What follows belongs to an exercise in optimizing a design on an open flow for small area; a production flow would make more cautious choices.
Function was not checked in any run shown here: the RTL went through the layout flow alone.

## flow/design.v (module list and top-level ports; edited modules follow where they fit)
// module multiplier: 4733 lines
// module fa_cell: 4 lines
// module ao22_cell: 3 lines
// module and2_cell: 3 lines
// module fa1_cell: 4 lines
// module ha_cell: 4 lines
// module mul_unit: 48 lines
module mul_unit (
    input wire clk,
    input wire A_flag,
    input wire U_flag,
    input wire LongMul,
    input wire [31:0] Rm_data,
    input wire [31:0] Rs_data,
    input wire [31:0] Rn_data,
    input wire [31:0] RdHi_data,
    input wire [31:0] RdLo_data,
    input wire [3:0] cpsr_flags,
    output wire [31:0] result_lo,
    output wire [31:0] result_hi,
    output wire [3:0] flags_out
);
  // ...
==> flow/flow/run.sh <==
#!/bin/bash
set -euo pipefail
bash standard.sh "BUFFER_PORTS_ARGS=-buffer_cell sky130_fd_sc_hd__buf_1" "CTS_ARGS=-sink_clustering_enable -repair_clock_nets -dont_use_dummy_load -buf_list sky130_fd_sc_hd__clkbuf_8" finish > standard_flow.log 2>&1
==> flow/standard.sh <==
#!/bin/bash
# synth_recipe.tcl (not shown) runs the flow's synth.tcl, then flattens the netlist and writes it again
# the make line also repeats each setting of config.mk as NAME=value (left out here)
make -C /OpenROAD-flow-scripts/flow DESIGN_CONFIG=/design/flow/config.mk WORK_HOME=/design/flow/orfs CLKGATE_MAP_FILE= SYNTH_SCRIPT=/design/flow/synth_recipe.tcl "${@:-finish}"
==> flow/config.mk <==
export PLATFORM = sky130hd
export DESIGN_NAME = mul_unit
export DESIGN_NICKNAME = mul_unit
export VERILOG_FILES = /design/flow/design.v
export SDC_FILE = /design/flow/constraint.sdc
export NUM_CORES = 4
export LEC_CHECK = 0
export ABC_AREA = 1
export CAP_MARGIN = 20
export CORE_MARGIN = 2
export CORE_UTILIZATION = 40
export SLEW_MARGIN = 20
export SYNTH_HIERARCHICAL = 1
export SYNTH_MINIMUM_KEEP_SIZE = 0
==> flow/constraint.sdc <==
create_clock -name core_clock -period 14.0 [get_ports {clk}]
set_input_delay 2.8000 -clock core_clock [delete_from_list [all_inputs] [get_ports {clk}]]
set_output_delay 2.8000 -clock core_clock [all_outputs]
set_load 0.01 [all_outputs]
==> impl_results.md, run 1 <==
- Synth top area share: 0.399
- Clock Tree Buf Depth: 2
- CP startpoint: Rs_data[3]
- Area leader, netlist: fa_1
- Depth of the CTS H-tree: 4
- Share of layout cells above drive strength 1: 0.0707
- Total die area: 0.0714 mm2
- Port Buffers: 232
- Syn Inst Count: 2826
- Synth Area in Adders: 0.459
- Yosys cell types: 37
- Vias per cell: 5.80
- FF-to-FF path depth: 0
- Synth Area per Inst: 9.80 um2
- CTS tree: done
- Largest net degree at the start of global routing: 43
- Resized Gates After CTS: 0
- Final instance area: 0.0295 mm2
- Run status: no timing/DRC/antenna violations
- # DRC: 0
- # clk buffers: 17
- Clock-pin transition on the worst setup and hold timing paths: 80 ps
- Crit-path slowest cell: fa_1
- Final Cycle Share: 0.935
- Fraction of area in non-clock buffers: 0.0617
- Fin Setup TNS: 0 ps
- Tot GR Track Use: 0.267
- M2 GR Usage: 0.428
==> run 2: changes to the inputs <==
--- a/flow/design.v
+++ b/flow/design.v
@@ -2577,17 +2577,17 @@
 wire n2467;
 wire n2468;
 fa_cell u97 (.a(n2454), .b(n2461), .c(n2463), .s(n2467), .co(n2468));
 wire n2469;
 wire n2470;
 fa_cell u98 (.a(n2456), .b(n2465), .c(n2467), .s(n2469), .co(n2470));
 wire n2471;
 wire n2472;
-fa_cell u99 (.a(n2458), .b(n2469), .c(n2460), .s(n2471), .co(n2472));
+ha_cell u99 (.a(n2458), .b(n2469), .s(n2471), .co(n2472));
 wire n2473;
 wire n2474;
 fa_cell u100 (.a(n125), .b(n261), .c(n397), .s(n2473), .co(n2474));
 wire n2475;
 wire n2476;
 fa_cell u101 (.a(n533), .b(n669), .c(n805), .s(n2475), .co(n2476));
 wire n2477;
 wire n2478;
@@ -2595,17 +2595,17 @@
 wire n2479;
 wire n2480;
 fa_cell u103 (.a(n2473), .b(n2475), .c(n2466), .s(n2479), .co(n2480));
 wire n2481;
 wire n2482;
 fa_cell u104 (.a(n2468), .b(n2477), .c(n2479), .s(n2481), .co(n2482));
 wire n2483;
 wire n2484;
-fa_cell u105 (.a(n2470), .b(n2481), .c(n2472), .s(n2483), .co(n2484));
+fa_cell u105 (.a(n2470), .b(n2472), .c(n2481), .s(n2483), .co(n2484));
 wire n2485;
 wire n2486;
 fa_cell u106 (.a(Rs_data[15]), .b(n129), .c(n265), .s(n2485), .co(n2486));
 wire n2487;
 wire n2488;
 fa_cell u107 (.a(n401), .b(n537), .c(n673), .s(n2487), .co(n2488));
 wire n2489;
 wire n2490;
@@ -2616,17 +2616,17 @@
 wire n2493;
 wire n2494;
 fa_cell u110 (.a(n2487), .b(n2489), .c(n2478), .s(n2493), .co(n2494));
 wire n2495;
 wire n2496;
 fa_cell u111 (.a(n2491), .b(n2480), .c(n2493), .s(n2495), .co(n2496));
 wire n2497;
 wire n2498;
-ha_cell u112 (.a(n2482), .b(n2495), .s(n2497), .co(n2498));
+fa_cell u112 (.a(n2482), .b(n2495), .c(n2484), .s(n2497), .co(n2498));
 wire n2499;
 wire n2500;
 fa_cell u113 (.a(n133), .b(n269), .c(n405), .s(n2499), .co(n2500));
 wire n2501;
 wire n2502;
 fa_cell u114 (.a(n541), .b(n677), .c(n813), .s(n2501), .co(n2502));
 wire n2503;
 wire n2504;
@@ -2739,17 +2739,17 @@
 wire n2575;
 wire n2576;
 fa_cell u151 (.a(n2569), .b(n2571), .c(n2556), .s(n2575), .co(n2576));
 wire n2577;
 wire n2578;
 fa_cell u152 (.a(n2558), .b(n2573), .c(n2575), .s(n2577), .co(n2578));
 wire n2579;
 wire n2580;
-fa_cell u153 (.a(n2560), .b(n2577), .c(n2562), .s(n2579), .co(n2580));
+ha_cell u153 (.a(n2560), .b(n2577), .s(n2579), .co(n2580));
 wire n2581;
 wire n2582;
 fa_cell u154 (.a(Rs_data[21]), .b(n153), .c(n289), .s(n2581), .co(n2582));
 wire n2583;
 wire n2584;
 fa_cell u155 (.a(n425), .b(n561), .c(n697), .s(n2583), .co(n2584));
 wire n2585;
 wire n2586;
@@ -2832,17 +2832,17 @@
 wire n2637;
 wire n2638;
 fa_cell u182 (.a(n2631), .b(n2633), .c(n2614), .s(n2637), .co(n2638));
 wire n2639;
 wire n2640;
 fa_cell u183 (.a(n2635), .b(n2616), .c(n2637), .s(n2639), .co(n2640));
 wire n2641;
 wire n2642;
-ha_cell u184 (.a(n2618), .b(n2639), .s(n2641), .co(n2642));
+fa_cell u184 (.a(n2618), .b(n2639), .c(n2620), .s(n2641), .co(n2642));
 wire n2643;
 wire n2644;
 fa_cell u185 (.a(n165), .b(n301), .c(n437), .s(n2643), .co(n2644));
 wire n2645;
 wire n2646;
 fa_cell u186 (.a(n573), .b(n709), .c(n845), .s(n2645), .co(n2646));
 wire n2647;
 wire n2648;
@@ -2901,17 +2901,17 @@
 wire n2683;
 wire n2684;
 fa_cell u205 (.a(n2656), .b(n2658), .c(n2679), .s(n2683), .co(n2684));
 wire n2685;
 wire n2686;
 fa_cell u206 (.a(n2681), .b(n2660), .c(n2683), .s(n2685), .co(n2686));
 wire n2687;
 wire n2688;
-fa_cell u207 (.a(n2662), .b(n2685), .c(n2664), .s(n2687), .co(n2688));
+ha_cell u207 (.a(n2662), .b(n2685), .s(n2687), .co(n2688));
 wire n2689;
 wire n2690;
 fa_cell u208 (.a(n173), .b(n309), .c(n445), .s(n2689), .co(n2690));
 wire n2691;
 wire n2692;
 fa_cell u209 (.a(n581), .b(n717), .c(n853), .s(n2691), .co(n2692));
 wire n2693;
 wire n2694;
@@ -3378,17 +3378,17 @@
 wire n3001;
 wire n3002;
 fa_cell u364 (.a(n2966), .b(n2968), .c(n2997), .s(n3001), .co(n3002));
 wire n3003;
 wire n3004;
 fa_cell u365 (.a(n2999), .b(n2970), .c(n3001), .s(n3003), .co(n3004));
 wire n3005;
 wire n3006;
-fa_cell u366 (.a(n2972), .b(n3003), .c(n2974), .s(n3005), .co(n3006));
+ha_cell u366 (.a(n2972), .b(n3003), .s(n3005), .co(n3006));
 wire n3007;
 wire n3008;
 fa_cell u367 (.a(n40), .b(n2373), .c(n489), .s(n3007), .co(n3008));
 wire n3009;
 wire n3010;
 fa_cell u368 (.a(n625), .b(n761), .c(n897), .s(n3009), .co(n3010));
 wire n3011;
 wire n3012;
@@ -4097,644 +4097,703 @@
 fa_cell u603 (.a(n67), .b(n2400), .c(n2366), .s(n3479), .co(n3480));
 wire n3481;
 wire n3482;
 fa_cell u604 (.a(n3476), .b(n3479), .c(n3478), .s(n3481), .co(n3482));
 wire n3483 = ~n2941;
 wire n3484 = ~n2973;
 wire n3485;
 wire n3486;
-ha_cell u605 (.a(n3035), .b(n3006), .s(n3485), .co(n3486));
+ha_cell u605 (.a(n3005), .b(n2974), .s(n3485), .co(n3486));
 wire n3487;
 wire n3488;
-ha_cell u606 (.a(n3093), .b(n3066), .s(n3487), .co(n3488));
+fa_cell u606 (.a(n3006), .b(n3035), .c(n3486), .s(n3487), .co(n3488));
 wire n3489;
 wire n3490;
-ha_cell u607 (.a(n3147), .b(n3122), .s(n3489), .co(n3490));
+ha_cell u607 (.a(n3093), .b(n3066), .s(n3489), .co(n3490));
 wire n3491;
 wire n3492;
-ha_cell u608 (.a(n3197), .b(n3174), .s(n3491), .co(n3492));
+ha_cell u608 (.a(n3147), .b(n3122), .s(n3491), .co(n3492));
 wire n3493;
 wire n3494;
-ha_cell u609 (.a(n3243), .b(n3222), .s(n3493), .co(n3494));
+ha_cell u609 (.a(n3197), .b(n3174), .s(n3493), .co(n3494));
 wire n3495;
 wire n3496;
-ha_cell u610 (.a(n3285), .b(n3266), .s(n3495), .co(n3496));
+ha_cell u610 (.a(n3243), .b(n3222), .s(n3495), .co(n3496));
 wire n3497;
 wire n3498;
-ha_cell u611 (.a(n3323), .b(n3306), .s(n3497), .co(n3498));
+ha_cell u611 (.a(n3285), .b(n3266), .s(n3497), .co(n3498));
 wire n3499;
 wire n3500;
-ha_cell u612 (.a(n3357), .b(n3342), .s(n3499), .co(n3500));
+ha_cell u612 (.a(n3323), .b(n3306), .s(n3499), .co(n3500));
 wire n3501;
 wire n3502;
-ha_cell u613 (.a(n3387), .b(n3374), .s(n3501), .co(n3502));
+ha_cell u613 (.a(n3357), .b(n3342), .s(n3501), .co(n3502));
 wire n3503;
 wire n3504;
-ha_cell u614 (.a(n3413), .b(n3402), .s(n3503), .co(n3504));
+ha_cell u614 (.a(n3387), .b(n3374), .s(n3503), .co(n3504));
 wire n3505;
 wire n3506;
-ha_cell u615 (.a(n3435), .b(n3426), .s(n3505), .co(n3506));
+ha_cell u615 (.a(n3413), .b(n3402), .s(n3505), .co(n3506));
 wire n3507;
 wire n3508;
-ha_cell u616 (.a(n3453), .b(n3446), .s(n3507), .co(n3508));
+ha_cell u616 (.a(n3435), .b(n3426), .s(n3507), .co(n3508));
 wire n3509;
 wire n3510;
-ha_cell u617 (.a(n3467), .b(n3462), .s(n3509), .co(n3510));
+ha_cell u617 (.a(n3453), .b(n3446), .s(n3509), .co(n3510));
 wire n3511;
 wire n3512;
-ha_cell u618 (.a(n3477), .b(n3474), .s(n3511), .co(n3512));
-wire n3513 = n73 ^ Rs_data[1];
-wire n3514 = n73 & Rs_data[1];
-wire n3515 = n77 ^ n3514;
-wire n3516 = n3514 & n77;
-wire n3517 = n2401 ^ n3516;
-wire n3518 = n3516 & n2401;
-wire n3519 = n2403 ^ n3518;
-wire n3520 = n3518 & n2403;
-wire n3521 = n2407 ^ n3520;
-wire n3522 = n3520 & n2407;
-wire n3523 = n2411 ^ n3522;
-wire n3524 = n3522 & n2411;
-wire n3525 = n2417 ^ n3524;
-wire n3526 = n3524 & n2417;
-wire n3527 = n2423 ^ n3526;
-wire n3528 = n3526 & n2423;
-wire n3529 = n2431 ^ n3528;
-wire n3530 = n3528 & n2431;
-wire n3531 = n2439 ^ n3530;
-wire n3532 = n3530 & n2439;
-wire n3533 = n2449 ^ n3532;
-wire n3534 = n3532 & n2449;
-wire n3535 = n2459 ^ n3534;
-wire n3536 = n3534 & n2459;
-wire n3537 = n2471 ^ n3536;
-wire n3538 = n2471 & n3536;
-wire n3539 = n2483 ^ n3538;
-wire n3540 = n2483 & n2471;
-wire n3541 = n3540 & n3536;
-wire n3542;
-wire n3543;
-ha_cell u619 (.a(n2484), .b(n2497), .s(n3542), .co(n3543));
-wire n3544 = n3542 ^ n3541;
-wire n3545 = n3542 & n3541;
-wire n3546 = n3543 | n3545;
-wire n3547 = n2511 ^ n3546;
-wire n3548 = n2511 & n3543;
-wire n3549 = n2511 & n3542;
-wire n3550 = n3549 & n3541;
-wire n3551 = n3548 | n3550;
-wire n3552 = n2527 ^ n3551;
-wire n3553 = n2527 & n3551;
-wire n3554 = n2543 ^ n3553;
-wire n3555 = n2543 & n2527;
-wire n3556 = n3555 & n3551;
-wire n3557 = n2561 ^ n3556;
-wire n3558 = n2561 & n3556;
-wire n3559 = n2579 ^ n3558;
-wire n3560 = n2579 & n2561;
-wire n3561 = n3560 & n3556;
-wire n3562 = n2599 ^ n3561;
-wire n3563 = n2599 & n3561;
-wire n3564 = n2619 ^ n3563;
-wire n3565 = n2619 & n2599;
-wire n3566 = n3565 & n3561;
-wire n3567;
-wire n3568;
-ha_cell u620 (.a(n2620), .b(n2641), .s(n3567), .co(n3568));
-wire n3569 = n3567 ^ n3566;
-wire n3570 = n3567 & n3566;
-wire n3571 = n3568 | n3570;
-wire n3572 = n2663 ^ n3571;
-wire n3573 = n2663 & n3568;
-wire n3574 = n2663 & n3567;
-wire n3575 = n3574 & n3566;
-wire n3576 = n3573 | n3575;
-wire n3577 = n2687 ^ n3576;
-wire n3578 = n2687 & n3576;
-wire n3579 = n2711 ^ n3578;
-wire n3580 = n2711 & n2687;
-wire n3581 = n3580 & n3576;
-wire n3582 = n2737 ^ n3581;
-wire n3583 = n2737 & n3581;
-wire n3584 = n2763 ^ n3583;
-wire n3585 = n2763 & n2737;
-wire n3586 = n3585 & n3581;
-wire n3587;
-wire n3588;
-ha_cell u621 (.a(n2792), .b(n2819), .s(n3587), .co(n3588));
-wire n3589 = n2791 ^ n3586;
-wire n3590 = n2791 & n3586;
-wire n3591 = n3587 ^ n3590;
-wire n3592 = n3587 & n2791;
-wire n3593 = n3592 & n3586;
-wire n3594 = n3588 | n3593;
-wire n3595 = n2849 ^ n3594;
-wire n3596 = n2849 & n3594;
-wire n3597 = n2879 ^ n3596;
-wire n3598 = n2879 & n2849;
-wire n3599 = n3598 & n3594;
+ha_cell u618 (.a(n3467), .b(n3462), .s(n3511), .co(n3512));
+wire n3513;
+wire n3514;
+ha_cell u619 (.a(n3477), .b(n3474), .s(n3513), .co(n3514));
+wire n3515 = n73 ^ Rs_data[1];
+wire n3516 = n73 & Rs_data[1];
+wire n3517 = n77 ^ n3516;
+wire n3518 = n3516 & n77;
+wire n3519 = n2401 ^ n3518;
+wire n3520 = n3518 & n2401;
+wire n3521 = n2403 ^ n3520;
+wire n3522 = n3520 & n2403;
+wire n3523 = n2407 ^ n3522;
+wire n3524 = n3522 & n2407;
+wire n3525 = n2411 ^ n3524;
+wire n3526 = n3524 & n2411;
+wire n3527 = n2417 ^ n3526;
+wire n3528 = n3526 & n2417;
+wire n3529 = n2423 ^ n3528;
+wire n3530 = n3528 & n2423;
+wire n3531 = n2431 ^ n3530;
+wire n3532 = n3530 & n2431;
+wire n3533 = n2439 ^ n3532;
+wire n3534 = n3532 & n2439;
+wire n3535 = n2449 ^ n3534;
+wire n3536 = n3534 & n2449;
+wire n3537 = n2459 ^ n3536;
+wire n3538 = n3536 & n2459;
+wire n3539;
+wire n3540;
+fa_cell u620 (.a(n2460), .b(n2471), .c(n3538), .s(n3539), .co(n3540));
+wire n3541 = n2483 ^ n3540;
+wire n3542 = n3540 & n2483;
+wire n3543 = n2497 ^ n3542;
+wire n3544 = n3542 & n2497;
+wire n3545 = n2511 ^ n3544;
+wire n3546 = n3544 & n2511;
+wire n3547 = n2527 ^ n3546;
+wire n3548 = n2527 & n3546;
+wire n3549 = n2543 ^ n3548;
+wire n3550 = n2543 & n2527;
+wire n3551 = n3550 & n3546;
+wire n3552;
+wire n3553;
+ha_cell u621 (.a(n2562), .b(n2579), .s(n3552), .co(n3553));
+wire n3554 = n2561 ^ n3551;
+wire n3555 = n2561 & n3551;
+wire n3556 = n3552 ^ n3555;
+wire n3557 = n3552 & n2561;
+wire n3558 = n3557 & n3551;
+wire n3559 = n3553 | n3558;
+wire n3560 = n2599 ^ n3559;
+wire n3561 = n2599 & n3559;
+wire n3562 = n2619 ^ n3561;
+wire n3563 = n2619 & n2599;
+wire n3564 = n3563 & n3559;
+wire n3565 = n2641 ^ n3564;
+wire n3566 = n2641 & n3564;
+wire n3567 = n2663 ^ n3566;
+wire n3568 = n2663 & n2641;
+wire n3569 = n3568 & n3564;
+wire n3570;
+wire n3571;
+ha_cell u622 (.a(n2664), .b(n2687), .s(n3570), .co(n3571));
+wire n3572 = n3570 ^ n3569;
+wire n3573 = n3570 & n3569;
+wire n3574 = n3571 | n3573;
+wire n3575 = n2711 ^ n3574;
+wire n3576 = n2711 & n3571;
+wire n3577 = n2711 & n3570;
+wire n3578 = n3577 & n3569;
+wire n3579 = n3576 | n3578;
+wire n3580 = n2737 ^ n3579;
+wire n3581 = n2737 & n3579;
+wire n3582 = n2763 ^ n3581;
+wire n3583 = n2763 & n2737;
+wire n3584 = n3583 & n3579;
+wire n3585;
+wire n3586;
+ha_cell u623 (.a(n2792), .b(n2819), .s(n3585), .co(n3586));
+wire n3587 = n2791 ^ n3584;
+wire n3588 = n2791 & n3584;
+wire n3589 = n3585 ^ n3588;
+wire n3590 = n3585 & n2791;
+wire n3591 = n3590 & n3584;
+wire n3592 = n3586 | n3591;
+wire n3593 = n2849 ^ n3592;
+wire n3594 = n2849 & n3592;
+wire n3595 = n2879 ^ n3594;
+wire n3596 = n2879 & n2849;
+wire n3597 = n3596 & n3592;
+wire n3598;
+wire n3599;
+fa_cell u624 (.a(n2880), .b(n2909), .c(n3597), .s(n3598), .co(n3599));
 wire n3600;
 wire n3601;
-fa_cell u622 (.a(n2880), .b(n2909), .c(n3599), .s(n3600), .co(n3601));
-wire n3602 = n3513 ^ n4;
-wire n3603 = n3513 & n4;
-wire n3604;
-wire n3605;
-fa_cell u623 (.a(n3515), .b(n5), .c(n3603), .s(n3604), .co(n3605));
-wire n3606;
-wire n3607;
-fa_cell u624 (.a(n3517), .b(n6), .c(n3605), .s(n3606), .co(n3607));
+ha_cell u625 (.a(n3515), .b(n4), .s(n3600), .co(n3601));
+wire n3602;
+wire n3603;
+ha_cell u626 (.a(n3517), .b(n5), .s(n3602), .co(n3603));
+wire n3604 = n3602 ^ n3601;
+wire n3605 = n3602 & n3601;
+wire n3606 = n3603 | n3605;
+wire n3607 = n3602 & n3600;
 wire n3608;
 wire n3609;
-fa_cell u625 (.a(n3519), .b(n7), .c(n3607), .s(n3608), .co(n3609));
+ha_cell u627 (.a(n3519), .b(n6), .s(n3608), .co(n3609));
 wire n3610;
 wire n3611;
-fa_cell u626 (.a(n3521), .b(n8), .c(n3609), .s(n3610), .co(n3611));
-wire n3612;
-wire n3613;
-fa_cell u627 (.a(n3523), .b(n9), .c(n3611), .s(n3612), .co(n3613));
-wire n3614;
-wire n3615;
-fa_cell u628 (.a(n3525), .b(n10), .c(n3613), .s(n3614), .co(n3615));
-wire n3616;
-wire n3617;
-fa_cell u629 (.a(n3527), .b(n11), .c(n3615), .s(n3616), .co(n3617));
-wire n3618;
-wire n3619;
-fa_cell u630 (.a(n3529), .b(n12), .c(n3617), .s(n3618), .co(n3619));
-wire n3620;
+ha_cell u628 (.a(n3521), .b(n7), .s(n3610), .co(n3611));
+wire n3612 = n3608 ^ n3606;
+wire n3613 = n3608 & n3606;
+wire n3614 = n3609 | n3613;
+wire n3615 = n3610 ^ n3614;
+wire n3616 = n3610 & n3609;
+wire n3617 = n3611 | n3616;
+wire n3618 = n3610 & n3608;
+wire n3619 = n3618 & n3606;
+wire n3620 = n3617 | n3619;
 wire n3621;
-fa_cell u631 (.a(n3531), .b(n13), .c(n3619), .s(n3620), .co(n3621));
 wire n3622;
+ha_cell u629 (.a(n3523), .b(n8), .s(n3621), .co(n3622));
 wire n3623;
-fa_cell u632 (.a(n3533), .b(n14), .c(n3621), .s(n3622), .co(n3623));
 wire n3624;
-wire n3625;
-fa_cell u633 (.a(n3535), .b(n15), .c(n3623), .s(n3624), .co(n3625));
-wire n3626;
-wire n3627;
-ha_cell u634 (.a(n3537), .b(n16), .s(n3626), .co(n3627));
-wire n3628;
-wire n3629;
-ha_cell u635 (.a(n3539), .b(n17), .s(n3628), .co(n3629));
-wire n3630 = n3626 ^ n3625;
-wire n3631 = n3626 & n3625;
-wire n3632 = n3627 | n3631;
-wire n3633 = n3628 ^ n3632;
-wire n3634 = n3628 & n3627;
-wire n3635 = n3629 | n3634;
-wire n3636 = n3628 & n3626;
-wire n3637 = n3636 & n3625;
-wire n3638 = n3635 | n3637;
-wire n3639;
-wire n3640;
-ha_cell u636 (.a(n3544), .b(n18), .s(n3639), .co(n3640));
-wire n3641;
-wire n3642;
-ha_cell u637 (.a(n3547), .b(n19), .s(n3641), .co(n3642));
-wire n3643 = n3639 ^ n3638;
-wire n3644 = n3639 & n3638;
-wire n3645 = n3640 | n3644;
-wire n3646 = n3641 ^ n3645;
-wire n3647 = n3641 & n3640;
-wire n3648 = n3642 | n3647;
-wire n3649 = n3641 & n3639;
-wire n3650 = n3649 & n3638;
-wire n3651 = n3648 | n3650;
-wire n3652;
-wire n3653;
-ha_cell u638 (.a(n3552), .b(n20), .s(n3652), .co(n3653));
-wire n3654;
-wire n3655;
-ha_cell u639 (.a(n3554), .b(n21), .s(n3654), .co(n3655));
-wire n3656 = n3652 ^ n3651;
-wire n3657 = n3652 & n3651;
-wire n3658 = n3653 | n3657;
-wire n3659 = n3654 ^ n3658;
-wire n3660 = n3654 & n3653;
-wire n3661 = n3655 | n3660;
-wire n3662 = n3654 & n3652;
-wire n3663 = n3662 & n3651;
-wire n3664 = n3661 | n3663;
-wire n3665;
-wire n3666;
-ha_cell u640 (.a(n3557), .b(n22), .s(n3665), .co(n3666));
-wire n3667;
-wire n3668;
-ha_cell u641 (.a(n3559), .b(n23), .s(n3667), .co(n3668));
-wire n3669 = n3665 ^ n3664;
-wire n3670 = n3665 & n3664;
-wire n3671 = n3666 | n3670;
-wire n3672 = n3667 ^ n3671;
-wire n3673 = n3667 & n3666;
-wire n3674 = n3668 | n3673;
-wire n3675 = n3667 & n3665;
-wire n3676 = n3675 & n3664;
-wire n3677 = n3674 | n3676;
-wire n3678;
-wire n3679;
-ha_cell u642 (.a(n3562), .b(n24), .s(n3678), .co(n3679));
-wire n3680;
-wire n3681;
-ha_cell u643 (.a(n3564), .b(n25), .s(n3680), .co(n3681));
-wire n3682 = n3678 ^ n3677;
-wire n3683 = n3678 & n3677;
-wire n3684 = n3679 | n3683;
-wire n3685 = n3680 ^ n3684;
-wire n3686 = n3680 & n3679;
-wire n3687 = n3681 | n3686;
-wire n3688 = n3680 & n3678;
-wire n3689 = n3688 & n3677;
-wire n3690 = n3687 | n3689;
-wire n3691;
-wire n3692;
-ha_cell u644 (.a(n3569), .b(n26), .s(n3691), .co(n3692));
-wire n3693;
-wire n3694;
-ha_cell u645 (.a(n3572), .b(n27), .s(n3693), .co(n3694));
-wire n3695 = n3691 ^ n3690;
-wire n3696 = n3691 & n3690;
-wire n3697 = n3692 | n3696;
-wire n3698 = n3693 ^ n3697;
-wire n3699 = n3693 & n3692;
-wire n3700 = n3694 | n3699;
-wire n3701 = n3693 & n3691;
-wire n3702 = n3701 & n3690;
-wire n3703 = n3700 | n3702;
-wire n3704;
-wire n3705;
-ha_cell u646 (.a(n3577), .b(n28), .s(n3704), .co(n3705));
-wire n3706;
-wire n3707;
-ha_cell u647 (.a(n3579), .b(n29), .s(n3706), .co(n3707));
-wire n3708 = n3704 ^ n3703;
-wire n3709 = n3704 & n3703;
-wire n3710 = n3705 | n3709;
-wire n3711 = n3706 ^ n3710;
-wire n3712 = n3706 & n3705;
-wire n3713 = n3707 | n3712;
-wire n3714 = n3706 & n3704;
-wire n3715 = n3714 & n3703;
-wire n3716 = n3713 | n3715;
-wire n3717;
-wire n3718;
-ha_cell u648 (.a(n3582), .b(n30), .s(n3717), .co(n3718));
-wire n3719;
-wire n3720;
-ha_cell u649 (.a(n3584), .b(n31), .s(n3719), .co(n3720));
-wire n3721 = n3717 ^ n3716;
-wire n3722 = n3717 & n3716;
-wire n3723 = n3718 | n3722;
-wire n3724 = n3719 ^ n3723;
-wire n3725 = n3719 & n3718;
-wire n3726 = n3720 | n3725;
-wire n3727 = n3719 & n3717;
-wire n3728 = n3727 & n3716;
-wire n3729 = n3726 | n3728;
-wire n3730;
-wire n3731;
-ha_cell u650 (.a(n3589), .b(n32), .s(n3730), .co(n3731));
-wire n3732;
-wire n3733;
-ha_cell u651 (.a(n3591), .b(n33), .s(n3732), .co(n3733));
-wire n3734 = n3730 ^ n3729;
-wire n3735 = n3730 & n3729;
-wire n3736 = n3731 | n3735;
-wire n3737 = n3732 ^ n3736;
-wire n3738 = n3732 & n3731;
-wire n3739 = n3733 | n3738;
-wire n3740 = n3732 & n3730;
-wire n3741 = n3740 & n3729;
-wire n3742 = n3739 | n3741;
-wire n3743;
-wire n3744;
-ha_cell u652 (.a(n3595), .b(n34), .s(n3743), .co(n3744));
-wire n3745;
-wire n3746;
-ha_cell u653 (.a(n3597), .b(n35), .s(n3745), .co(n3746));
-wire n3747 = n3743 ^ n3742;
-wire n3748 = n3743 & n3742;
-wire n3749 = n3744 | n3748;
-wire n3750 = n3745 ^ n3749;
-wire n3751 = n3745 & n3744;
-wire n3752 = n3746 | n3751;
-wire n3753 = n3745 & n3743;
-wire n3754 = n3753 & n3742;
-wire n3755 = n3752 | n3754;
-wire n3756;
-wire n3757;
-fa_cell u654 (.a(n3600), .b(n36), .c(n3755), .s(n3756), .co(n3757));
-wire n3758;
-wire n3759;
-fa_cell u655 (.a(n3483), .b(n3601), .c(n3757), .s(n3758), .co(n3759));
-wire n3760;
-wire n3761;
-ha_cell u656 (.a(n2941), .b(n3484), .s(n3760), .co(n3761));
-wire n3762;
-wire n3763;
-ha_cell u657 (.a(n3005), .b(n2973), .s(n3762), .co(n3763));
-wire n3764 = n3760 ^ n3759;
-wire n3765 = n3760 & n3759;
-wire n3766 = n3761 | n3765;
-wire n3767 = n3762 ^ n3766;
-wire n3768 = n3762 & n3761;
-wire n3769 = n3763 | n3768;
-wire n3770 = n3762 & n3760;
-wire n3771 = n3770 & n3759;
-wire n3772 = n3769 | n3771;
-wire n3773 = ~n3485;
-wire n3774;
-wire n3775;
-ha_cell u658 (.a(n3065), .b(n3486), .s(n3774), .co(n3775));
-wire n3776 = n3773 ^ n3772;
-wire n3777 = n3773 & n3772;
-wire n3778 = n3485 | n3777;
-wire n3779 = n3774 ^ n3778;
-wire n3780 = n3774 & n3485;
-wire n3781 = n3775 | n3780;
-wire n3782 = n3774 & n3773;
-wire n3783 = n3782 & n3769;
-wire n3784 = n3781 | n3783;
-wire n3785 = n3782 & n3770;
-wire n3786 = n3785 & n3759;
-wire n3787 = n3784 | n3786;
-wire n3788 = ~n3487;
-wire n3789;
+ha_cell u630 (.a(n3525), .b(n9), .s(n3623), .co(n3624));
+wire n3625 = n3621 ^ n3620;
+wire n3626 = n3621 & n3620;
+wire n3627 = n3622 | n3626;
+wire n3628 = n3623 ^ n3627;
+wire n3629 = n3623 & n3622;
+wire n3630 = n3624 | n3629;
+wire n3631 = n3623 & n3621;
+wire n3632 = n3631 & n3620;
+wire n3633 = n3630 | n3632;
+wire n3634;
+wire n3635;
+ha_cell u631 (.a(n3527), .b(n10), .s(n3634), .co(n3635));
+wire n3636;
+wire n3637;
+ha_cell u632 (.a(n3529), .b(n11), .s(n3636), .co(n3637));
+wire n3638 = n3634 ^ n3633;
+wire n3639 = n3634 & n3633;
+wire n3640 = n3635 | n3639;
+wire n3641 = n3636 ^ n3640;
+wire n3642 = n3636 & n3635;
+wire n3643 = n3637 | n3642;
+wire n3644 = n3636 & n3634;
+wire n3645 = n3644 & n3633;
+wire n3646 = n3643 | n3645;
+wire n3647;
+wire n3648;
+ha_cell u633 (.a(n3531), .b(n12), .s(n3647), .co(n3648));
+wire n3649;
+wire n3650;
+ha_cell u634 (.a(n3533), .b(n13), .s(n3649), .co(n3650));
+wire n3651 = n3647 ^ n3646;
+wire n3652 = n3647 & n3646;
+wire n3653 = n3648 | n3652;
+wire n3654 = n3649 ^ n3653;
+wire n3655 = n3649 & n3648;
+wire n3656 = n3650 | n3655;
+wire n3657 = n3649 & n3647;
+wire n3658 = n3657 & n3646;
+wire n3659 = n3656 | n3658;
+wire n3660;
+wire n3661;
+ha_cell u635 (.a(n3535), .b(n14), .s(n3660), .co(n3661));
+wire n3662;
+wire n3663;
+ha_cell u636 (.a(n3537), .b(n15), .s(n3662), .co(n3663));
+wire n3664 = n3660 ^ n3659;
+wire n3665 = n3660 & n3659;
+wire n3666 = n3661 | n3665;
+wire n3667 = n3662 ^ n3666;
+wire n3668 = n3662 & n3661;
+wire n3669 = n3663 | n3668;
+wire n3670 = n3662 & n3660;
+wire n3671 = n3670 & n3659;
+wire n3672 = n3669 | n3671;
+wire n3673;
+wire n3674;
+ha_cell u637 (.a(n3539), .b(n16), .s(n3673), .co(n3674));
+wire n3675;
+wire n3676;
+ha_cell u638 (.a(n3541), .b(n17), .s(n3675), .co(n3676));
+wire n3677 = n3673 ^ n3672;
+wire n3678 = n3673 & n3672;
+wire n3679 = n3674 | n3678;
+wire n3680 = n3675 ^ n3679;
+wire n3681 = n3675 & n3674;
+wire n3682 = n3676 | n3681;
+wire n3683 = n3675 & n3673;
+wire n3684 = n3683 & n3672;
+wire n3685 = n3682 | n3684;
+wire n3686;
+wire n3687;
+ha_cell u639 (.a(n3543), .b(n18), .s(n3686), .co(n3687));
+wire n3688;
+wire n3689;
+ha_cell u640 (.a(n3545), .b(n19), .s(n3688), .co(n3689));
+wire n3690 = n3686 ^ n3685;
+wire n3691 = n3686 & n3685;
+wire n3692 = n3687 | n3691;
+wire n3693 = n3688 ^ n3692;
+wire n3694 = n3688 & n3687;
+wire n3695 = n3689 | n3694;
+wire n3696 = n3688 & n3686;
+wire n3697 = n3696 & n3685;
+wire n3698 = n3695 | n3697;
+wire n3699;
+wire n3700;
+ha_cell u641 (.a(n3547), .b(n20), .s(n3699), .co(n3700));
+wire n3701;
+wire n3702;
+ha_cell u642 (.a(n3549), .b(n21), .s(n3701), .co(n3702));
+wire n3703 = n3699 ^ n3698;
+wire n3704 = n3699 & n3698;
+wire n3705 = n3700 | n3704;
+wire n3706 = n3701 ^ n3705;
+wire n3707 = n3701 & n3700;
+wire n3708 = n3702 | n3707;
+wire n3709 = n3701 & n3699;
+wire n3710 = n3709 & n3698;
+wire n3711 = n3708 | n3710;
+wire n3712;
+wire n3713;
+ha_cell u643 (.a(n3554), .b(n22), .s(n3712), .co(n3713));
+wire n3714;
+wire n3715;
+ha_cell u644 (.a(n3556), .b(n23), .s(n3714), .co(n3715));
+wire n3716 = n3712 ^ n3711;
+wire n3717 = n3712 & n3711;
+wire n3718 = n3713 | n3717;
+wire n3719 = n3714 ^ n3718;
+wire n3720 = n3714 & n3713;
+wire n3721 = n3715 | n3720;
+wire n3722 = n3714 & n3712;
+wire n3723 = n3722 & n3711;
+wire n3724 = n3721 | n3723;
+wire n3725;
+wire n3726;
+ha_cell u645 (.a(n3560), .b(n24), .s(n3725), .co(n3726));
+wire n3727;
+wire n3728;
+ha_cell u646 (.a(n3562), .b(n25), .s(n3727), .co(n3728));
+wire n3729 = n3725 ^ n3724;
+wire n3730 = n3725 & n3724;
+wire n3731 = n3726 | n3730;
+wire n3732 = n3727 ^ n3731;
+wire n3733 = n3727 & n3726;
+wire n3734 = n3728 | n3733;
+wire n3735 = n3727 & n3725;
+wire n3736 = n3735 & n3724;
+wire n3737 = n3734 | n3736;
+wire n3738;
+wire n3739;
+ha_cell u647 (.a(n3565), .b(n26), .s(n3738), .co(n3739));
+wire n3740;
+wire n3741;
+ha_cell u648 (.a(n3567), .b(n27), .s(n3740), .co(n3741));
+wire n3742 = n3738 ^ n3737;
+wire n3743 = n3738 & n3737;
+wire n3744 = n3739 | n3743;
+wire n3745 = n3740 ^ n3744;
+wire n3746 = n3740 & n3739;
+wire n3747 = n3741 | n3746;
+wire n3748 = n3740 & n3738;
+wire n3749 = n3748 & n3737;
+wire n3750 = n3747 | n3749;
+wire n3751;
+wire n3752;
+ha_cell u649 (.a(n3572), .b(n28), .s(n3751), .co(n3752));
+wire n3753;
+wire n3754;
+ha_cell u650 (.a(n3575), .b(n29), .s(n3753), .co(n3754));
+wire n3755 = n3751 ^ n3750;
+wire n3756 = n3751 & n3750;
+wire n3757 = n3752 | n3756;
+wire n3758 = n3753 ^ n3757;
+wire n3759 = n3753 & n3752;
+wire n3760 = n3754 | n3759;
+wire n3761 = n3753 & n3751;
+wire n3762 = n3761 & n3750;
+wire n3763 = n3760 | n3762;
+wire n3764;
+wire n3765;
+ha_cell u651 (.a(n3580), .b(n30), .s(n3764), .co(n3765));
+wire n3766;
+wire n3767;
+ha_cell u652 (.a(n3582), .b(n31), .s(n3766), .co(n3767));
+wire n3768 = n3764 ^ n3763;
+wire n3769 = n3764 & n3763;
+wire n3770 = n3765 | n3769;
+wire n3771 = n3766 ^ n3770;
+wire n3772 = n3766 & n3765;
+wire n3773 = n3767 | n3772;
+wire n3774 = n3766 & n3764;
+wire n3775 = n3774 & n3763;
+wire n3776 = n3773 | n3775;
+wire n3777;
+wire n3778;
+ha_cell u653 (.a(n3587), .b(n32), .s(n3777), .co(n3778));
+wire n3779;
+wire n3780;
+ha_cell u654 (.a(n3589), .b(n33), .s(n3779), .co(n3780));
+wire n3781 = n3777 ^ n3776;
+wire n3782 = n3777 & n3776;
+wire n3783 = n3778 | n3782;
+wire n3784 = n3779 ^ n3783;
+wire n3785 = n3779 & n3778;
+wire n3786 = n3780 | n3785;
+wire n3787 = n3779 & n3777;
+wire n3788 = n3787 & n3776;
+wire n3789 = n3786 | n3788;
 wire n3790;
-ha_cell u659 (.a(n3121), .b(n3488), .s(n3789), .co(n3790));
-wire n3791 = n3788 ^ n3787;
-wire n3792 = n3788 & n3787;
-wire n3793 = n3487 | n3792;
-wire n3794 = n3789 ^ n3793;
-wire n3795 = n3789 & n3487;
-wire n3796 = n3790 | n3795;
-wire n3797 = n3789 & n3788;
-wire n3798 = n3797 & n3784;
-wire n3799 = n3796 | n3798;
-wire n3800 = n3797 & n3785;
-wire n3801 = n3800 & n3759;
+wire n3791;
+ha_cell u655 (.a(n3593), .b(n34), .s(n3790), .co(n3791));
+wire n3792;
+wire n3793;
+ha_cell u656 (.a(n3595), .b(n35), .s(n3792), .co(n3793));
+wire n3794 = n3790 ^ n3789;
+wire n3795 = n3790 & n3789;
+wire n3796 = n3791 | n3795;
+wire n3797 = n3792 ^ n3796;
+wire n3798 = n3792 & n3791;
+wire n3799 = n3793 | n3798;
+wire n3800 = n3792 & n3790;
+wire n3801 = n3800 & n3789;
 wire n3802 = n3799 | n3801;
-wire n3803 = ~n3489;
+wire n3803;
 wire n3804;
+ha_cell u657 (.a(n3598), .b(n36), .s(n3803), .co(n3804));
 wire n3805;
-ha_cell u660 (.a(n3173), .b(n3490), .s(n3804), .co(n3805));
-wire n3806 = n3803 ^ n3802;
-wire n3807 = n3803 & n3802;
-wire n3808 = n3489 | n3807;
-wire n3809 = n3804 ^ n3808;
-wire n3810 = n3804 & n3489;
-wire n3811 = n3805 | n3810;
-wire n3812 = n3804 & n3803;
-wire n3813 = n3812 & n3799;
-wire n3814 = n3811 | n3813;
-wire n3815 = n3812 & n3800;
-wire n3816 = n3815 & n3759;
-wire n3817 = n3814 | n3816;
-wire n3818 = ~n3491;
+wire n3806;
+ha_cell u658 (.a(n3483), .b(n3599), .s(n3805), .co(n3806));
+wire n3807 = n3803 ^ n3802;
+wire n3808 = n3803 & n3802;
+wire n3809 = n3804 | n3808;
+wire n3810 = n3805 ^ n3809;
+wire n3811 = n3805 & n3804;
+wire n3812 = n3806 | n3811;
+wire n3813 = n3805 & n3803;
+wire n3814 = n3813 & n3802;
+wire n3815 = n3812 | n3814;
+wire n3816;
+wire n3817;
+ha_cell u659 (.a(n2941), .b(n3484), .s(n3816), .co(n3817));
+wire n3818;
 wire n3819;
-wire n3820;
-ha_cell u661 (.a(n3221), .b(n3492), .s(n3819), .co(n3820));
-wire n3821 = n3818 ^ n3817;
-wire n3822 = n3818 & n3817;
-wire n3823 = n3491 | n3822;
-wire n3824 = n3819 ^ n3823;
-wire n3825 = n3819 & n3491;
-wire n3826 = n3820 | n3825;
-wire n3827 = n3819 & n3818;
-wire n3828 = n3827 & n3814;
-wire n3829 = n3826 | n3828;
-wire n3830 = n3827 & n3815;
-wire n3831 = n3830 & n3759;
-wire n3832 = n3829 | n3831;
-wire n3833 = ~n3493;
-wire n3834;
-wire n3835;
-ha_cell u662 (.a(n3265), .b(n3494), .s(n3834), .co(n3835));
-wire n3836 = n3833 ^ n3832;
-wire n3837 = n3833 & n3832;
-wire n3838 = n3493 | n3837;
-wire n3839 = n3834 ^ n3838;
-wire n3840 = n3834 & n3493;
-wire n3841 = n3835 | n3840;
-wire n3842 = n3834 & n3833;
-wire n3843 = n3842 & n3829;
-wire n3844 = n3841 | n3843;
-wire n3845 = n3842 & n3830;
-wire n3846 = n3845 & n3759;
-wire n3847 = n3844 | n3846;
-wire n3848 = ~n3495;
-wire n3849;
-wire n3850;
-ha_cell u663 (.a(n3305), .b(n3496), .s(n3849), .co(n3850));
-wire n3851 = n3848 ^ n3847;
-wire n3852 = n3848 & n3847;
-wire n3853 = n3495 | n3852;
-wire n3854 = n3849 ^ n3853;
-wire n3855 = n3849 & n3495;
-wire n3856 = n3850 | n3855;
-wire n3857 = n3849 & n3848;
-wire n3858 = n3857 & n3844;
-wire n3859 = n3856 | n3858;
-wire n3860 = n3857 & n3845;
-wire n3861 = n3860 & n3759;
-wire n3862 = n3859 | n3861;
-wire n3863 = ~n3497;
-wire n3864;
-wire n3865;
-ha_cell u664 (.a(n3341), .b(n3498), .s(n3864), .co(n3865));
-wire n3866 = n3863 ^ n3862;
-wire n3867 = n3863 & n3862;
-wire n3868 = n3497 | n3867;
-wire n3869 = n3864 ^ n3868;
-wire n3870 = n3864 & n3497;
-wire n3871 = n3865 | n3870;
-wire n3872 = n3864 & n3863;
-wire n3873 = n3872 & n3859;
-wire n3874 = n3871 | n3873;
-wire n3875 = n3872 & n3860;
-wire n3876 = n3875 & n3759;
-wire n3877 = n3874 | n3876;
-wire n3878 = ~n3499;
-wire n3879;
-wire n3880;
-ha_cell u665 (.a(n3373), .b(n3500), .s(n3879), .co(n3880));
-wire n3881 = n3878 ^ n3877;
-wire n3882 = n3878 & n3877;
-wire n3883 = n3499 | n3882;
-wire n3884 = n3879 ^ n3883;
-wire n3885 = n3879 & n3499;
-wire n3886 = n3880 | n3885;
-wire n3887 = n3879 & n3878;
-wire n3888 = n3887 & n3874;
-wire n3889 = n3886 | n3888;
-wire n3890 = n3887 & n3875;
-wire n3891 = n3890 & n3759;
-wire n3892 = n3889 | n3891;
-wire n3893 = ~n3501;
-wire n3894;
-wire n3895;
-ha_cell u666 (.a(n3401), .b(n3502), .s(n3894), .co(n3895));
-wire n3896 = n3893 ^ n3892;
-wire n3897 = n3893 & n3892;
-wire n3898 = n3501 | n3897;
-wire n3899 = n3894 ^ n3898;
-wire n3900 = n3894 & n3501;
-wire n3901 = n3895 | n3900;
-wire n3902 = n3894 & n3893;
-wire n3903 = n3902 & n3889;
-wire n3904 = n3901 | n3903;
-wire n3905 = n3902 & n3890;
-wire n3906 = n3905 & n3759;
-wire n3907 = n3904 | n3906;
-wire n3908 = ~n3503;
-wire n3909;
-wire n3910;
-ha_cell u667 (.a(n3425), .b(n3504), .s(n3909), .co(n3910));
-wire n3911 = n3908 ^ n3907;
-wire n3912 = n3908 & n3907;
-wire n3913 = n3503 | n3912;
-wire n3914 = n3909 ^ n3913;
-wire n3915 = n3909 & n3503;
-wire n3916 = n3910 | n3915;
-wire n3917 = n3909 & n3908;
-wire n3918 = n3917 & n3904;
-wire n3919 = n3916 | n3918;
-wire n3920 = n3917 & n3905;
-wire n3921 = n3920 & n3759;
-wire n3922 = n3919 | n3921;
-wire n3923 = ~n3505;
-wire n3924;
-wire n3925;
-ha_cell u668 (.a(n3445), .b(n3506), .s(n3924), .co(n3925));
-wire n3926 = n3923 ^ n3922;
-wire n3927 = n3923 & n3922;
-wire n3928 = n3505 | n3927;
-wire n3929 = n3924 ^ n3928;
-wire n3930 = n3924 & n3505;
-wire n3931 = n3925 | n3930;
-wire n3932 = n3924 & n3923;
-wire n3933 = n3932 & n3919;
-wire n3934 = n3931 | n3933;
-wire n3935 = n3932 & n3920;
-wire n3936 = n3935 & n3759;
-wire n3937 = n3934 | n3936;
-wire n3938 = ~n3507;
-wire n3939;
-wire n3940;
-ha_cell u669 (.a(n3461), .b(n3508), .s(n3939), .co(n3940));
-wire n3941 = n3938 ^ n3937;
-wire n3942 = n3938 & n3937;
-wire n3943 = n3507 | n3942;
-wire n3944 = n3939 ^ n3943;
-wire n3945 = n3939 & n3507;
-wire n3946 = n3940 | n3945;
-wire n3947 = n3939 & n3938;
-wire n3948 = n3947 & n3934;
-wire n3949 = n3946 | n3948;
-wire n3950 = n3947 & n3935;
-wire n3951 = n3950 & n3759;
-wire n3952 = n3949 | n3951;
-wire n3953 = ~n3509;
-wire n3954;
-wire n3955;
-ha_cell u670 (.a(n3473), .b(n3510), .s(n3954), .co(n3955));
-wire n3956 = n3953 ^ n3952;
-wire n3957 = n3953 & n3952;
-wire n3958 = n3509 | n3957;
-wire n3959 = n3954 ^ n3958;
-wire n3960 = n3954 & n3509;
-wire n3961 = n3955 | n3960;
-wire n3962 = n3954 & n3953;
-wire n3963 = n3962 & n3949;
-wire n3964 = n3961 | n3963;
-wire n3965 = n3962 & n3950;
-wire n3966 = n3965 & n3759;
-wire n3967 = n3964 | n3966;
-wire n3968 = ~n3511;
-wire n3969;
-wire n3970;
-ha_cell u671 (.a(n3481), .b(n3512), .s(n3969), .co(n3970));
-wire n3971 = n3968 ^ n3967;
-wire n3972 = n3968 & n3967;
-wire n3973 = n3511 | n3972;
-wire n3974 = n3969 ^ n3973;
-wire n3975 = n3969 & n3511;
-wire n3976 = n3970 | n3975;
-wire n3977 = n3969 & n3968;
-wire n3978 = n3977 & n3964;
-wire n3979 = n3976 | n3978;
-wire n3980 = n3977 & n3965;
-wire n3981 = n3980 & n3759;
-wire n3982 = n3979 | n3981;
-assign res[0] = n3602;
+ha_cell u660 (.a(n2973), .b(n3485), .s(n3818), .co(n3819));
+wire n3820 = n3816 ^ n3815;
+wire n3821 = n3816 & n3815;
+wire n3822 = n3817 | n3821;
+wire n3823 = n3818 ^ n3822;
+wire n3824 = n3818 & n3817;
+wire n3825 = n3819 | n3824;
+wire n3826 = n3818 & n3816;
+wire n3827 = n3826 & n3815;
+wire n3828 = n3825 | n3827;
+wire n3829 = ~n3487;
+wire n3830;
+wire n3831;
+ha_cell u661 (.a(n3065), .b(n3488), .s(n3830), .co(n3831));
+wire n3832 = n3829 ^ n3828;
+wire n3833 = n3829 & n3828;
+wire n3834 = n3487 | n3833;
+wire n3835 = n3830 ^ n3834;
+wire n3836 = n3830 & n3487;
+wire n3837 = n3831 | n3836;
+wire n3838 = n3830 & n3829;
+wire n3839 = n3838 & n3825;
+wire n3840 = n3837 | n3839;
+wire n3841 = n3838 & n3826;
+wire n3842 = n3841 & n3815;
+wire n3843 = n3840 | n3842;
+wire n3844 = ~n3489;
+wire n3845;
+wire n3846;
+ha_cell u662 (.a(n3121), .b(n3490), .s(n3845), .co(n3846));
+wire n3847 = n3844 ^ n3843;
+wire n3848 = n3844 & n3843;
+wire n3849 = n3489 | n3848;
+wire n3850 = n3845 ^ n3849;
+wire n3851 = n3845 & n3489;
+wire n3852 = n3846 | n3851;
+wire n3853 = n3845 & n3844;
+wire n3854 = n3853 & n3840;
+wire n3855 = n3852 | n3854;
+wire n3856 = n3853 & n3841;
+wire n3857 = n3856 & n3815;
+wire n3858 = n3855 | n3857;
+wire n3859 = ~n3491;
+wire n3860;
+wire n3861;
+ha_cell u663 (.a(n3173), .b(n3492), .s(n3860), .co(n3861));
+wire n3862 = n3859 ^ n3858;
+wire n3863 = n3859 & n3858;
+wire n3864 = n3491 | n3863;
+wire n3865 = n3860 ^ n3864;
+wire n3866 = n3860 & n3491;
+wire n3867 = n3861 | n3866;
+wire n3868 = n3860 & n3859;
+wire n3869 = n3868 & n3855;
+wire n3870 = n3867 | n3869;
+wire n3871 = n3868 & n3856;
+wire n3872 = n3871 & n3815;
+wire n3873 = n3870 | n3872;
+wire n3874 = ~n3493;
+wire n3875;
+wire n3876;
+ha_cell u664 (.a(n3221), .b(n3494), .s(n3875), .co(n3876));
+wire n3877 = n3874 ^ n3873;
+wire n3878 = n3874 & n3873;
+wire n3879 = n3493 | n3878;
+wire n3880 = n3875 ^ n3879;
+wire n3881 = n3875 & n3493;
+wire n3882 = n3876 | n3881;
+wire n3883 = n3875 & n3874;
+wire n3884 = n3883 & n3870;
+wire n3885 = n3882 | n3884;
+wire n3886 = n3883 & n3871;
+wire n3887 = n3886 & n3815;
+wire n3888 = n3885 | n3887;
+wire n3889 = ~n3495;
+wire n3890;
+wire n3891;
+ha_cell u665 (.a(n3265), .b(n3496), .s(n3890), .co(n3891));
+wire n3892 = n3889 ^ n3888;
+wire n3893 = n3889 & n3888;
+wire n3894 = n3495 | n3893;
+wire n3895 = n3890 ^ n3894;
+wire n3896 = n3890 & n3495;
+wire n3897 = n3891 | n3896;
+wire n3898 = n3890 & n3889;
+wire n3899 = n3898 & n3885;
+wire n3900 = n3897 | n3899;
+wire n3901 = n3898 & n3886;
+wire n3902 = n3901 & n3815;
+wire n3903 = n3900 | n3902;
+wire n3904 = ~n3497;
+wire n3905;
+wire n3906;
+ha_cell u666 (.a(n3305), .b(n3498), .s(n3905), .co(n3906));
+wire n3907 = n3904 ^ n3903;
+wire n3908 = n3904 & n3903;
+wire n3909 = n3497 | n3908;
+wire n3910 = n3905 ^ n3909;
+wire n3911 = n3905 & n3497;
+wire n3912 = n3906 | n3911;
+wire n3913 = n3905 & n3904;
+wire n3914 = n3913 & n3900;
+wire n3915 = n3912 | n3914;
+wire n3916 = n3913 & n3901;
+wire n3917 = n3916 & n3815;
+wire n3918 = n3915 | n3917;
+wire n3919 = ~n3499;
+wire n3920;
+wire n3921;
+ha_cell u667 (.a(n3341), .b(n3500), .s(n3920), .co(n3921));
+wire n3922 = n3919 ^ n3918;
+wire n3923 = n3919 & n3918;
+wire n3924 = n3499 | n3923;
+wire n3925 = n3920 ^ n3924;
+wire n3926 = n3920 & n3499;
+wire n3927 = n3921 | n3926;
+wire n3928 = n3920 & n3919;
+wire n3929 = n3928 & n3915;
+wire n3930 = n3927 | n3929;
+wire n3931 = n3928 & n3916;
+wire n3932 = n3931 & n3815;
+wire n3933 = n3930 | n3932;
+wire n3934 = ~n3501;
+wire n3935;
+wire n3936;
+ha_cell u668 (.a(n3373), .b(n3502), .s(n3935), .co(n3936));
+wire n3937 = n3934 ^ n3933;
+wire n3938 = n3934 & n3933;
+wire n3939 = n3501 | n3938;
+wire n3940 = n3935 ^ n3939;
+wire n3941 = n3935 & n3501;
+wire n3942 = n3936 | n3941;
+wire n3943 = n3935 & n3934;
+wire n3944 = n3943 & n3930;
+wire n3945 = n3942 | n3944;
+wire n3946 = n3943 & n3931;
+wire n3947 = n3946 & n3815;
+wire n3948 = n3945 | n3947;
+wire n3949 = ~n3503;
+wire n3950;
+wire n3951;
+ha_cell u669 (.a(n3401), .b(n3504), .s(n3950), .co(n3951));
+wire n3952 = n3949 ^ n3948;
+wire n3953 = n3949 & n3948;
+wire n3954 = n3503 | n3953;
+wire n3955 = n3950 ^ n3954;
+wire n3956 = n3950 & n3503;
+wire n3957 = n3951 | n3956;
+wire n3958 = n3950 & n3949;
+wire n3959 = n3958 & n3945;
+wire n3960 = n3957 | n3959;
+wire n3961 = n3958 & n3946;
+wire n3962 = n3961 & n3815;
+wire n3963 = n3960 | n3962;
+wire n3964 = ~n3505;
+wire n3965;
+wire n3966;
+ha_cell u670 (.a(n3425), .b(n3506), .s(n3965), .co(n3966));
+wire n3967 = n3964 ^ n3963;
+wire n3968 = n3964 & n3963;
+wire n3969 = n3505 | n3968;
+wire n3970 = n3965 ^ n3969;
+wire n3971 = n3965 & n3505;
+wire n3972 = n3966 | n3971;
+wire n3973 = n3965 & n3964;
+wire n3974 = n3973 & n3960;
+wire n3975 = n3972 | n3974;
+wire n3976 = n3973 & n3961;
+wire n3977 = n3976 & n3815;
+wire n3978 = n3975 | n3977;
+wire n3979 = ~n3507;
+wire n3980;
+wire n3981;
+ha_cell u671 (.a(n3445), .b(n3508), .s(n3980), .co(n3981));
+wire n3982 = n3979 ^ n3978;
+wire n3983 = n3979 & n3978;
+wire n3984 = n3507 | n3983;
+wire n3985 = n3980 ^ n3984;
+wire n3986 = n3980 & n3507;
+wire n3987 = n3981 | n3986;
+wire n3988 = n3980 & n3979;
+wire n3989 = n3988 & n3975;
+wire n3990 = n3987 | n3989;
+wire n3991 = n3988 & n3976;
+wire n3992 = n3991 & n3815;
+wire n3993 = n3990 | n3992;
+wire n3994 = ~n3509;
+wire n3995;
+wire n3996;
+ha_cell u672 (.a(n3461), .b(n3510), .s(n3995), .co(n3996));
+wire n3997 = n3994 ^ n3993;
+wire n3998 = n3994 & n3993;
+wire n3999 = n3509 | n3998;
+wire n4000 = n3995 ^ n3999;
+wire n4001 = n3995 & n3509;
+wire n4002 = n3996 | n4001;
+wire n4003 = n3995 & n3994;
+wire n4004 = n4003 & n3990;
+wire n4005 = n4002 | n4004;
+wire n4006 = n4003 & n3991;
+wire n4007 = n4006 & n3815;
+wire n4008 = n4005 | n4007;
+wire n4009 = ~n3511;
+wire n4010;
+wire n4011;
+ha_cell u673 (.a(n3473), .b(n3512), .s(n4010), .co(n4011));
+wire n4012 = n4009 ^ n4008;
+wire n4013 = n4009 & n4008;
+wire n4014 = n3511 | n4013;
+wire n4015 = n4010 ^ n4014;
+wire n4016 = n4010 & n3511;
+wire n4017 = n4011 | n4016;
+wire n4018 = n4010 & n4009;
+wire n4019 = n4018 & n4005;
+wire n4020 = n4017 | n4019;
+wire n4021 = n4018 & n4006;
+wire n4022 = n4021 & n3815;
+wire n4023 = n4020 | n4022;
+wire n4024 = ~n3513;
+wire n4025;
+wire n4026;
+ha_cell u674 (.a(n3481), .b(n3514), .s(n4025), .co(n4026));
+wire n4027 = n4024 ^ n4023;
+wire n4028 = n4024 & n4023;
+wire n4029 = n3513 | n4028;
+wire n4030 = n4025 ^ n4029;
+wire n4031 = n4025 & n3513;
+wire n4032 = n4026 | n4031;
+wire n4033 = n4025 & n4024;
+wire n4034 = n4033 & n4020;
+wire n4035 = n4032 | n4034;
+wire n4036 = n4033 & n4021;
+wire n4037 = n4036 & n3815;
+wire n4038 = n4035 | n4037;
+assign res[0] = n3600;
 assign res[1] = n3604;
-assign res[2] = n3606;
-assign res[3] = n3608;
-assign res[4] = n3610;
-assign res[5] = n3612;
-assign res[6] = n3614;
-assign res[7] = n3616;
-assign res[8] = n3618;
-assign res[9] = n3620;
-assign res[10] = n3622;
-assign res[11] = n3624;
-assign res[12] = n3630;
-assign res[13] = n3633;
-assign res[14] = n3643;
-assign res[15] = n3646;
-assign res[16] = n3656;
-assign res[17] = n3659;
-assign res[18] = n3669;
-assign res[19] = n3672;
-assign res[20] = n3682;
-assign res[21] = n3685;
-assign res[22] = n3695;
-assign res[23] = n3698;
-assign res[24] = n3708;
-assign res[25] = n3711;
-assign res[26] = n3721;
-assign res[27] = n3724;
-assign res[28] = n3734;
-assign res[29] = n3737;
-assign res[30] = n3747;
-assign res[31] = n3750;
-assign res[32] = n3756;
-assign res[33] = n3758;
-assign res[34] = n3764;
-assign res[35] = n3767;
-assign res[36] = n3776;
-assign res[37] = n3779;
-assign res[38] = n3791;
-assign res[39] = n3794;
-assign res[40] = n3806;
-assign res[41] = n3809;
-assign res[42] = n3821;
-assign res[43] = n3824;
-assign res[44] = n3836;
-assign res[45] = n3839;
-assign res[46] = n3851;
-assign res[47] = n3854;
-assign res[48] = n3866;
-assign res[49] = n3869;
-assign res[50] = n3881;
-assign res[51] = n3884;
-assign res[52] = n3896;
-assign res[53] = n3899;
-assign res[54] = n3911;
-assign res[55] = n3914;
-assign res[56] = n3926;
-assign res[57] = n3929;
-assign res[58] = n3941;
-assign res[59] = n3944;
-assign res[60] = n3956;
-assign res[61] = n3959;
-assign res[62] = n3971;
-assign res[63] = n3974;
-assign prod32 = n3600;
+assign res[2] = n3612;
+assign res[3] = n3615;
+assign res[4] = n3625;
+assign res[5] = n3628;
+assign res[6] = n3638;
+assign res[7] = n3641;
+assign res[8] = n3651;
+assign res[9] = n3654;
+assign res[10] = n3664;
+assign res[11] = n3667;
+assign res[12] = n3677;
+assign res[13] = n3680;
+assign res[14] = n3690;
+assign res[15] = n3693;
+assign res[16] = n3703;
+assign res[17] = n3706;
+assign res[18] = n3716;
+assign res[19] = n3719;
+assign res[20] = n3729;
+assign res[21] = n3732;
+assign res[22] = n3742;
+assign res[23] = n3745;
+assign res[24] = n3755;
+assign res[25] = n3758;
+assign res[26] = n3768;
+assign res[27] = n3771;
+assign res[28] = n3781;
+assign res[29] = n3784;
+assign res[30] = n3794;
+assign res[31] = n3797;
+assign res[32] = n3807;
+assign res[33] = n3810;
+assign res[34] = n3820;
+assign res[35] = n3823;
+assign res[36] = n3832;
+assign res[37] = n3835;
+assign res[38] = n3847;
+assign res[39] = n3850;
+assign res[40] = n3862;
+assign res[41] = n3865;
+assign res[42] = n3877;
+assign res[43] = n3880;
+assign res[44] = n3892;
+assign res[45] = n3895;
+assign res[46] = n3907;
+assign res[47] = n3910;
+assign res[48] = n3922;
+assign res[49] = n3925;
+assign res[50] = n3937;
+assign res[51] = n3940;
+assign res[52] = n3952;
+assign res[53] = n3955;
+assign res[54] = n3967;
+assign res[55] = n3970;
+assign res[56] = n3982;
+assign res[57] = n3985;
+assign res[58] = n3997;
+assign res[59] = n4000;
+assign res[60] = n4012;
+assign res[61] = n4015;
+assign res[62] = n4027;
+assign res[63] = n4030;
+assign prod32 = n3598;
 endmodule
 module fa_cell (input wire a, input wire b, input wire c, output wire s, output wire co);
 assign s = a ^ b ^ c;
 assign co = (a & b) | (c & (a ^ b));
 endmodule
 module ao22_cell (input wire a, input wire b, input wire c, input wire d, output wire y);
 assign y = (a & b) | (c & d);
 endmodule
==> run 2 against run 1 <==
- setup slack better by 840 ps
- synthesized cell count up 1.9%
- utilization up 0.38 points
- die area up 0.94%
- global-route usage up 0.70 points
- final area up 1.4%
- final cell count up 1.9%
- via count up 1.2%
==> impl_results.md, run 2 <==
- First-pass GRT wire length: 146 mm
- Clock insertion delay at the later pin of the skew report: 570 ps
- CP top delay family: adder cells
- Vias per cell: 5.76 (-0.70%)
- Total die area: 0.0721 mm2 (+0.94%)
- Ys flop type: dfxtp_1
- Top-count cell post-synth: xor2_1
- Root Driver: clkbuf_8
- Post-CTS setup buffers: 0
- Commonest non-fill, non-tap cell in the layout: xor2_1
- Measured slew at the worst slew-check pin: 877 ps
- CTS tree: done
- WP data required: 14470 ps
- Synth Area per Inst: 9.71 um2 (-0.94%)
- Routability congestion estimate from global placement: 1.04
- Reg2reg start: res_q[24]
- Post-synth EDFFs: 0
- TritonCTS Buffers: 17
- Worst setup EP type: flip-flop
- DIE WIDTH: 268 um
- DR pass1 iterations: 7
- Crit-path slowest cell: inv_1
- CP max FO: 17
- Die H: 268 um
- Maxcap violations: 0
- Register area share after synthesis: 0.0959
- WP buf/inv: 5
- Final Cycle Share: 0.875 (-0.0601)
- Syn Nets: 3744
- F_max: 81.6 MHz
- Leading cell types in the layout, fill and taps excluded: 550 x xor2_1, 539 x fa_1, 511 x o22ai_1
- Largest regs: res_q x64, res_qq x64
- Final setup fails: 0
- Pins over their slew limit: 0
- Largest cells by area after synthesis: fa_1 39%, xor2_1 17%, o22ai_1 11%
- Share of layout cells above drive strength 1: 0.0809 (+0.0102)
- # DRC: 0 (unchanged)
- Area leader, netlist: fa_1
- Antenna violations before repair: 5
- Iteration-0 DRC Markers: 2232
- Cell Area, Synth: 0.0280 mm2
- Antenna Nets Post-Route: 0
- Post-DP HPWL: 73.9 mm
- Vias: 22316
- Cts hold-fix bufs: 0
- Yosys cell types: 34 (-8.1%)
- I/O Pins: 236
- Port Buffers: 232 (unchanged)
- Clock-pin transition on the worst setup and hold timing paths: 100 ps (+20 ps)
- Ys async rst share: 0
- Initial Util: 0.406
- Hold Crit Start: res_q[4]
- # nets final: 3808
- Tot GR Track Use: 0.273 (+0.00696)
- Setup WS pre-CTS: 1150 ps
- FP Rows: 96
- CP startpoint: Rs_data[1]
- Number of global-route vias before repair: 23297
- Fin worst setup slack: 1750 ps
- Post-Route Skew: 20.5 ps
- Synthesis-stage register bit count: 134
- Slew Limit Headroom: 0.415
- CP Class: input port to flip-flop
- Resized Gates After CTS: 0 (unchanged)
- Synth top area share: 0.386 (-0.0131)
- Run status: no timing/DRC/antenna violations
- Crit-path most repeated cell: fa_1
- Hold crit path type: flip-flop to flip-flop
- RSZ-0062 raised after global routing: no
- Syn Inst Count: 2880 (+1.9%)
- Synth top cells by count: 550 x xor2_1, 539 x fa_1, 511 x o22ai_1
- GRT overflow: 0
- Core area: 0.0689 mm2
- Depth of the CTS H-tree: 4 (unchanged)
- Fin crit period: 12250 ps
- CP peak stage delay: 560 ps
- Fin Setup TNS: 0 ps (unchanged)
- Total routed wirelength: 95.8 mm
- Syn-to-layout area delta: 7.01%
- YS warnings: 7
- Crit path launch type: input port
- WP data arrival: 12720 ps
- Largest net degree at the start of global routing: 35 (-19%)
- Final hold violation count: 0
- CTS Sinks: 134
- Clock Tree Buf Depth: 2 (unchanged)
- Wire per inst: 24.7 um
-- run 2: layer usage --
layer	part of all wire	track usage	up-vias	wire length [um]
li1	-	-	9590	-
met1	0.38	0.352	11102	36700
met2	0.46	0.429	1373	44000
met3	0.11	0.0847	245	11000
met4	0.042	0.111	6	4040
met5	0.00041	0	-	39
-- run 2: through the flow --
step / cell area [um2] / hold slack (ps) / std cells / util
2_1_floorplan: 28000 / 310 / 2880 / -
3_3_place_gp: 29700 / 310 / 3856 / 0.431
3_5_place_dp: 29700 / 312 / 3856 / 0.431
4_1_cts: 29900 / 315 / 3873 / 0.434
5_1_grt: 29900 / 319 / 3874 / 0.434
6_report: 29900 / 313 / 3875 / 0.434
-- run 2: cells by family after synthesis --
kind of cell | Yosys count | share of synthesized area
AOI/OAI and AO/OA | 572 | 0.128
adders and majority gates | 696 | 0.456
and+or+nand+nor | 368 | 0.0545
xor gates and xnor gates | 582 | 0.182
buffers and inverters | 513 | 0.0783
muxes | 15 | 0.00537
DFF | 134 | 0.0959
-- run 2: layout make-up --
class / instances / area, um2
clock buffers: 17 / 234
multi-input cells: 2233 / 23200
repair buffers: 374 / 1980
well taps: 931 / 1160
fillers: 6832 / 39000
flip-flops and latches: 134 / 2680
diodes: 2 / 5.00
inverters: 184 / 691
-- run 2: worst paths after layout --
check | end | slack, ps | depth (start not counted)
min reg2reg | res_qq[4] | 310 | 0
max reg2reg | res_qq[24] | 13580 | 0
max | res_q[49] | 1750 | 38
min | res_qq[4] | 310 | 0
-- run 2: Yosys stat by module (local to each module, per instance) --
module      area [um2]  times used  cells
ha_cell           12.5          72      1
multiplier       12700           1   1913
ao22_cell         11.3          32      3
fa_cell           20.0         539      1
and2_cell         7.51          32      2
mul_unit          2940           1    196

==> re-timing with driven ports <==
The flow's constraints put no driver on any port. The routed layouts listed below were extracted and timed again, unchanged, in two steps.
Step 1 assumes that a clkbuf_16 drives the clock port and a buf_2 every other input.
Step 2 times the ports against the registers' clock, not the clock port: input delays grow and output delays shrink by t, the midpoint of the rising clock arrivals with the driver on.
Three values: no drivers, after step 1, after step 2; two values: the first two.
run	shift t [ns]	slack for setup (ns)	pins driven straight from the clock port
run 1	0.603	0.907 / 0.919 / 0.316	1
run 2	0.606	1.748 / 1.768 / 1.162	1
After both steps setup and hold are still met in every run listed. For run 1, which loses most, drivers alone change the setup slack by +0.012 ns; drivers and shift together by -0.591 ns.
